Background: an optimization exercise with open tools, aiming at small area. Do not read the settings as production practice.
The RTL was checked by simulation tests, not by an equivalence proof against the original design.
Power and IR drop assume default switching activity.

$ cat flow/run.sh
#!/bin/bash
# synth_recipe.tcl (not shown) runs the flow's synth.tcl, then flattens the netlist and writes it again
# the make line also repeats each setting of config.mk as NAME=value (left out here)
make -C /OpenROAD-flow-scripts/flow DESIGN_CONFIG=/design/flow/config.mk WORK_HOME=/design/flow/orfs CLKGATE_MAP_FILE= SYNTH_SCRIPT=/design/flow/synth_recipe.tcl finish
$ cat flow/config.mk
export PLATFORM = sky130hd
export DESIGN_NAME = top
export DESIGN_NICKNAME = top
export VERILOG_FILES = /design/flow/design.v
export SDC_FILE = /design/flow/constraint.sdc
export NUM_CORES = 4
export LEC_CHECK = 0
export CAP_MARGIN = 20
export CORE_MARGIN = 2
export CORE_UTILIZATION = 40
export SLEW_MARGIN = 20
$ cat flow/constraint.sdc
create_clock -name core_clock -period 20.0 [get_ports {clk}]
set_input_delay 4.0000 -clock core_clock [delete_from_list [all_inputs] [get_ports {clk}]]
set_output_delay 4.0000 -clock core_clock [all_outputs]
set_load 0.01 [all_outputs]
$ cat flow/design.v
module vga_sync(
    input logic clk,
    input logic rst,
    output logic h_sync,
    output logic v_sync,
    output logic [9:0] xcounter,
    output logic [9:0] ycounter
  );
  wire x_max = (xcounter == 800);  
  always_ff @(posedge clk) begin
    if (rst)
      xcounter <= 0;
    else if (x_max)
      xcounter <= 0;
    else
      xcounter <= xcounter + 1;
  end
  always_ff @(posedge clk) begin
    if (rst)
      h_sync <= 0;
    else
      h_sync <= (xcounter > (640 + 16)) && (xcounter < (640 + 16 + 96));    
  end
  wire y_max = (ycounter == 525);  
  always_ff @(posedge clk) begin
    if (rst)
      ycounter <= 0;
    else if (x_max) begin
      if (y_max)
        ycounter <= 0;
      else
        ycounter <= ycounter + 1;
    end
  end
  always_ff @(posedge clk) begin
    if (rst)
      v_sync <= 0;
    else
      v_sync <= (ycounter > (480 + 10)) && (ycounter < (480 + 10 + 2));    
  end
endmodule
module box_logic (
    input logic clk,                
    input logic rst,
    input logic box_enable,         
    input logic [9:0] max_x,        
    input logic [9:0] max_y,        
    input logic [9:0] box_width,    
    input logic [9:0] box_height,   
    input logic [9:0] xcounter,     
    input logic [9:0] ycounter,     
    output logic [9:0] box_x_pos,   
    output logic [9:0] box_y_pos,   
    output logic x_dir,             
    output logic y_dir              
);
    always_ff @(posedge clk) begin
        if (rst) begin
            box_x_pos <= 0;
            box_y_pos <= 0;
            x_dir <= 0;
            y_dir <= 0;
        end else if (box_x_pos == 0 && box_y_pos == 0) begin
            box_x_pos <= (max_x - box_width) / 2;
            box_y_pos <= (max_y - box_height) / 2;
            x_dir <= 0;   
            y_dir <= 0;   
        end else begin
            if (ycounter == 0 && xcounter == 0) begin
                if (x_dir == 0) begin   
                    if (box_x_pos + box_width >= max_x)
                        x_dir <= 1;   
                    else
                        box_x_pos <= box_x_pos + 1;
                end else begin   
                    if (box_x_pos <= 0)
                        x_dir <= 0;   
                    else
                        box_x_pos <= box_x_pos - 1;
                end
                if (y_dir == 0) begin   
                    if (box_y_pos + box_height >= max_y)
                        y_dir <= 1;   
                    else
                        box_y_pos <= box_y_pos + 1;
                end else begin   
                    if (box_y_pos <= 0)
                        y_dir <= 0;   
                    else
                        box_y_pos <= box_y_pos - 1;
                end
            end
        end
    end
endmodule
module in_display_area_check (
    input logic clk,              
    input logic rst,
    input logic [9:0] xcounter,  
    input logic [9:0] ycounter,  
    input logic [9:0] max_x,     
    input logic [9:0] max_y,     
    output logic inDisplayArea   
);
    always_ff @(posedge clk) begin
        if (rst)
            inDisplayArea <= 0;
        else if (xcounter < max_x && ycounter < max_y)
            inDisplayArea <= 1;
        else
            inDisplayArea <= 0;
    end
endmodule
module display_generator (
    input logic clk,               
    input logic rst,
    input logic inDisplayArea,     
    input logic gradient,          
    input logic red,               
    input logic green,             
    input logic blue,              
    input logic white,             
    input logic box_enable,        
    input logic [9:0] xcounter,    
    input logic [9:0] ycounter,    
    input logic [9:0] max_x,       
    input logic [9:0] max_y,       
    input logic [9:0] box_x_pos,   
    input logic [9:0] box_y_pos,   
    input logic [9:0] box_width,   
    input logic [9:0] box_height,  
    output logic [7:0] VGA_R,      
    output logic [7:0] VGA_G,      
    output logic [7:0] VGA_B       
);
    always_ff @(posedge clk) begin
        if (rst) begin
            VGA_R <= 8'b00000000;
            VGA_G <= 8'b00000000;
            VGA_B <= 8'b00000000;
        end else if (inDisplayArea) begin
            if ((gradient + red + green + blue + white + box_enable) > 1) begin
                VGA_R <= 8'b00000000;
                VGA_G <= 8'b00000000;
                VGA_B <= 8'b00000000;
            end else begin
                if (gradient) begin
                    VGA_R <= (xcounter * 255) / (max_x - 1);    
                    VGA_G <= 8'b00000000;
                    VGA_B <= (ycounter * 255) / (max_y - 1);   
                end else if (red) begin
                    VGA_R <= 8'b11111111;
                    VGA_G <= 8'b00000000;
                    VGA_B <= 8'b00000000;
                end else if (green) begin
                    VGA_R <= 8'b00000000;
                    VGA_G <= 8'b11111111;
                    VGA_B <= 8'b00000000;
                end else if (blue) begin
                    VGA_R <= 8'b00000000;
                    VGA_G <= 8'b00000000;
                    VGA_B <= 8'b11111111;
                end else if (white) begin
                    VGA_R <= 8'b11111111;
                    VGA_G <= 8'b11111111;
                    VGA_B <= 8'b11111111;
                end else if (box_enable) begin
                    if (xcounter >= box_x_pos && 
                        xcounter < (box_x_pos + box_width) && 
                        ycounter >= box_y_pos && 
                        ycounter < (box_y_pos + box_height)) begin
                        VGA_R <= 8'b11111111;
                        VGA_G <= 8'b00000000;
                        VGA_B <= 8'b11111111;
                    end else begin
                        VGA_R <= 8'b00000000;
                        VGA_G <= 8'b00000000;
                        VGA_B <= 8'b00000000;
                    end
                end
            end
        end else begin
            VGA_R <= 8'b00000000;
            VGA_G <= 8'b00000000;
            VGA_B <= 8'b00000000;
        end
    end
endmodule
module top (
    input logic clk,               
    input logic rst,               
    input logic gradient,          
    input logic red,               
    input logic green,             
    input logic blue,              
    input logic white,             
    input logic box_enable,        
    output logic vga_h_sync,       
    output logic vga_v_sync,       
    output logic [7:0] VGA_R,      
    output logic [7:0] VGA_G,      
    output logic [7:0] VGA_B,      
    output logic vga_sync,         
    output logic vga_display       
);
    logic [9:0] xcounter;   
    logic [9:0] ycounter;   
    logic inDisplayArea;     
    wire [9:0] max_x = 10'd640;      
    wire [9:0] max_y = 10'd480;      
    wire [9:0] box_width = 10'd50;   
    wire [9:0] box_height = 10'd50;  
    logic [9:0] box_x_pos;        
    logic [9:0] box_y_pos;        
    logic x_dir;                  
    logic y_dir;                  
    vga_sync sync_gen (
        .clk(clk),
        .rst(rst), 
        .h_sync(vga_h_sync),
        .v_sync(vga_v_sync),
        .xcounter(xcounter),
        .ycounter(ycounter)
    );
    box_logic box_logic (
        .clk(clk),
        .rst(rst),
        .box_enable(box_enable),
        .max_x(max_x),
        .max_y(max_y),
        .box_width(box_width),
        .box_height(box_height),
        .xcounter(xcounter),
        .ycounter(ycounter),
        .box_x_pos(box_x_pos),
        .box_y_pos(box_y_pos),
        .x_dir(x_dir),
        .y_dir(y_dir)
    );
    in_display_area_check display_area (
        .clk(clk),
        .rst(rst),
        .xcounter(xcounter),
        .ycounter(ycounter),
        .max_x(max_x),
        .max_y(max_y),
        .inDisplayArea(inDisplayArea)
    );
    display_generator color_gen (
        .clk(clk),
        .rst(rst),
        .inDisplayArea(inDisplayArea),
        .gradient(gradient),
        .red(red),
        .green(green),
        .blue(blue),
        .white(white),
        .box_enable(box_enable),
        .xcounter(xcounter),
        .ycounter(ycounter),
        .max_x(max_x),
        .max_y(max_y),
        .box_x_pos(box_x_pos),
        .box_y_pos(box_y_pos),
        .box_width(box_width),
        .box_height(box_height),
        .VGA_R(VGA_R),
        .VGA_G(VGA_G),
        .VGA_B(VGA_B)
    );
    assign vga_sync = vga_h_sync & vga_v_sync;
    assign vga_display = inDisplayArea;
endmodule
==> run summary <==
[layer usage]
metal | track usage | up-vias
li1 | - | 6896
met1 | 0.271 | 6650
met2 | 0.363 | 370
met3 | 0.0144 | 53
met4 | 0.0615 | 0
met5 | 0 | -
[through the flow]
| step | power (mW) | cell area, um^2 | setup slack, ns | cells | hold slack [ns] |
|---|---|---|---|---|---|
| 2_1_floorplan | 0.387 | 14800 | 8.69 | 1884 | 0.510 |
| 3_3_place_gp | 0.473 | 15600 | 6.77 | 2347 | 0.498 |
| 3_5_place_dp | 0.477 | 15600 | 6.79 | 2347 | 0.505 |
| 4_1_cts | 0.647 | 15900 | 6.74 | 2363 | 0.517 |
| 5_1_grt | 0.697 | 15900 | 5.61 | 2363 | 0.559 |
| 6_report | 0.641 | 15900 | 6.82 | 2363 | 0.519 |
[sequential cells by signal, indices dropped and copies added (netlist names)]
name,count
box_logic.box_x_pos,10
box_logic.box_y_pos,10
box_logic.x_dir,1
box_logic.y_dir,1
color_gen.VGA_B,8
color_gen.VGA_G,1
color_gen.VGA_R,8
display_area.inDisplayArea,1
sync_gen.h_sync,1
sync_gen.v_sync,1
sync_gen.xcounter,10
sync_gen.ycounter,10
[layout make-up]
class	instances	area (um^2)	area share
tap	468	586	0.0369
sequential	62	1240	0.0781
multi-input combinational	1595	12700	0.797
clock buffer	11	253	0.0159
inverter	179	672	0.0423
timing repair buffer	43	410	0.0258
clock inverter	5	56.3	0.00354
[final timing paths]
kind / startpoint / endpoint / slack [ns] / depth (start not counted)
setup / recovery: sync_gen.xcounter[0]$_SDFF_PP0_ / color_gen.VGA_R[0]$_SDFFE_PP0P_ / 6.82 / 38
hold reg to reg: color_gen.VGA_R[3]$_SDFFE_PP0P_ / color_gen.VGA_R[3]$_SDFFE_PP0P_ / 0.52 / 2
setup reg to reg: sync_gen.xcounter[0]$_SDFF_PP0_ / color_gen.VGA_R[0]$_SDFFE_PP0P_ / 6.82 / 38
hold / removal: color_gen.VGA_R[3]$_SDFFE_PP0P_ / color_gen.VGA_R[3]$_SDFFE_PP0P_ / 0.52 / 2
[power by group through the flow]
stage	combinational, mW	sequential (mW)	clock [mW]
finish	0.320	0.157	0.164
CTS	0.320	0.158	0.169
floorplan	0.236	0.151	0
global route	0.364	0.160	0.173
detailed placement	0.316	0.161	0
global placement	0.313	0.160	0
[cell families after synthesis]
kind of cell / after synthesis / synth area share
xor+xnor: 132 / 0.0797
compound gates: 567 / 0.278
fa+ha+maj: 254 / 0.256
simple gates: 610 / 0.216
buf+inv: 227 / 0.0642
mux: 32 / 0.0225
flops: 62 / 0.0836
[synth_stat cells, types with 10 or more instances]
cell	count	area share
nand2b_1	24	0.010
fa_1	84	0.11
and4_1	11	0.0065
o21a_1	23	0.012
mux2i_1	23	0.016
or3_1	14	0.0059
xnor2_1	99	0.058
a21oi_1	122	0.041
xor2_1	31	0.018
o21ai_0	92	0.031
o211a_1	11	0.0074
nand4_1	35	0.015
or2_2	12	0.0051
nor2b_1	14	0.0059
o2111ai_1	14	0.0083
and3_1	29	0.012
inv_1	179	0.045
a31o_2	10	0.0059
nor2_1	163	0.041
nand2_1	123	0.031
and2_1	14	0.0059
o211ai_1	28	0.014
ha_1	169	0.14
clkbuf_1	23	0.0058
o21bai_1	11	0.0056
nor3_1	38	0.013
nand3_1	59	0.020
a21o_1	33	0.017
a211oi_1	16	0.0081
a31oi_1	25	0.011
nor4_1	11	0.0046
dfxtp_1	62	0.084
[worst max-delay path: cells and delay by family, from the launching register on]
family / cells / cell delay, ns
adders and majority gates: 6 / 2.47
xor gates and xnor gates: 2 / 0.44
buffers and inverters: 3 / 0.29
AOI/OAI and AO/OA: 17 / 6.03
DFF: 1 / 0.60
muxes: 2 / 1.27
and+or+nand+nor: 8 / 1.96
==> flow_metrics.tcl <==
set metrics [dict create \
    netlist_area_um2 14800 \
    synth_cell_types 131 \
    clkTransAtPathRegs_ns 0.06 \
    synth_nets 2145 \
    async_reset_ff_frac 0 \
    swShare 0.430 \
    ir_worst_vdd_mv 0.0309 \
    clock_path_buffers 2 \
    io-pin-count 36 \
    root_buffer "clkbuf_16" \
    p_comb_frac 0.498 \
    antenna_found_initial 0 \
    worstMarginPinSlew_ns 1.11 \
    seqPwrFrac 0.245 \
    ctsHoldBuffers 0 \
    cts_resized 0 \
    tritoncts "built" \
    fmax_ghz 0.0758 \
    fillCellCount 3716 \
    min_path_type "register to register" \
    clock_sinks 62 \
    hold_viol_final 0 \
    grt_pass1_vias 13530 \
    grt_pass1_wl_um 66700 \
    cp-end-kind "register" \
    highest_layer "met4" \
    arrival_ns 13.42 \
    clk_latency_ns 0.34 \
    drt_first_pass_iters 5 \
    slew_headroom 0.258 \
    fin_skew_ns 0.00963 \
    max_stage_delay_ns 0.73 \
    yosysSeqAreaShare 0.0836 \
    crit_top_cell "ha_1" \
    drive_above_1_share 0.0786 \
    n_antenna_cell 0 \
    period_needed_ns 13.18 \
    final_net_count 2151 \
    gr-total-overflow 0 \
    fin_util 0.434 \
    finalSetupTns_ns 0 \
    rows 70 \
    postRouteAntennaNets 0 \
    cts_buffers 9 \
    h-tree-depth 3 \
    syn_area_per_cell_um2 7.88 \
    avgRoutedWirePerCell_um 16.7 \
    drt-initial-drc-count 825 \
    startpoint_type "register" \
    rsz0062_at_grt "no" \
    power.static_leakage_nw 6.92 \
    yosysWarnings 4 \
    grt_usage 0.206 \
    die_area_um2 38700 \
    hpwl_um 31900 \
    syn2layout_area_growth_pct 7.00 \
    crit_slowest_cell "a2111oi_0" \
    maxCapViolCount 0 \
    slew_violations 0 \
    min_period_over_period 0.659 \
    die_w_um 197 \
    worstSetupPathType "register to register" \
    coreArea_um2 36600 \
    status "complete, no violations" \
    io_buffers 35 \
    post-cts-setup-buffers 0 \
    route.detailed.drc 0 \
    die_y_um 197 \
    synth_edf_count 0 \
    num_vias 13969 \
    grt_start_max_net_pins 20 \
    p_switching_mw 0.276 \
    powerDensity_nw_per_um2 40.4 \
    final_common_cell "inv_1" \
    layout_common_cells "inv_1, ha_1, nor2_1" \
    wl_met1_um 18000 \
    p_clk_frac 0.256 \
    viasPerCell 5.91 \
    intPower_mw 0.366 \
    wl_met2_um 18900 \
    synth_cells 1884 \
    synth_seq_cells 62 \
    place_congestion 0.875 \
    start_util 0.405 \
    wl_met3_um 1630 \
    drt-total-wl_um 39400 \
    ys.flop_type "dfxtp_1" \
    crit_fanout 11 \
    crit_required_ns 20.24 \
    setup_viol 0 \
]

## separate check: timing with driven ports
How much do the figures lean on ideal ports? The routed layout below was timed once more, with nothing changed but the port constraints.
Step 1, drivers: a clkbuf_16 drives clk and a buf_2 each remaining input, both assumed.
Step 2, shift: input delay + t, output delay - t, t = (earliest + latest rising clock arrival at the registers) / 2. This alone moves slack from input paths to output paths.
a / b / c = ideal ports / drivers / drivers and shift; a / b = the first two.
shift t [ns]: 0.388
setup slack, ns: 6.815 / 6.815 / 6.815
worst setup path after step 2: register to register
After both steps this run still meets setup and hold. The setup slack of this run moves by 0.000 ns with the drivers and by 0.000 ns with both steps.
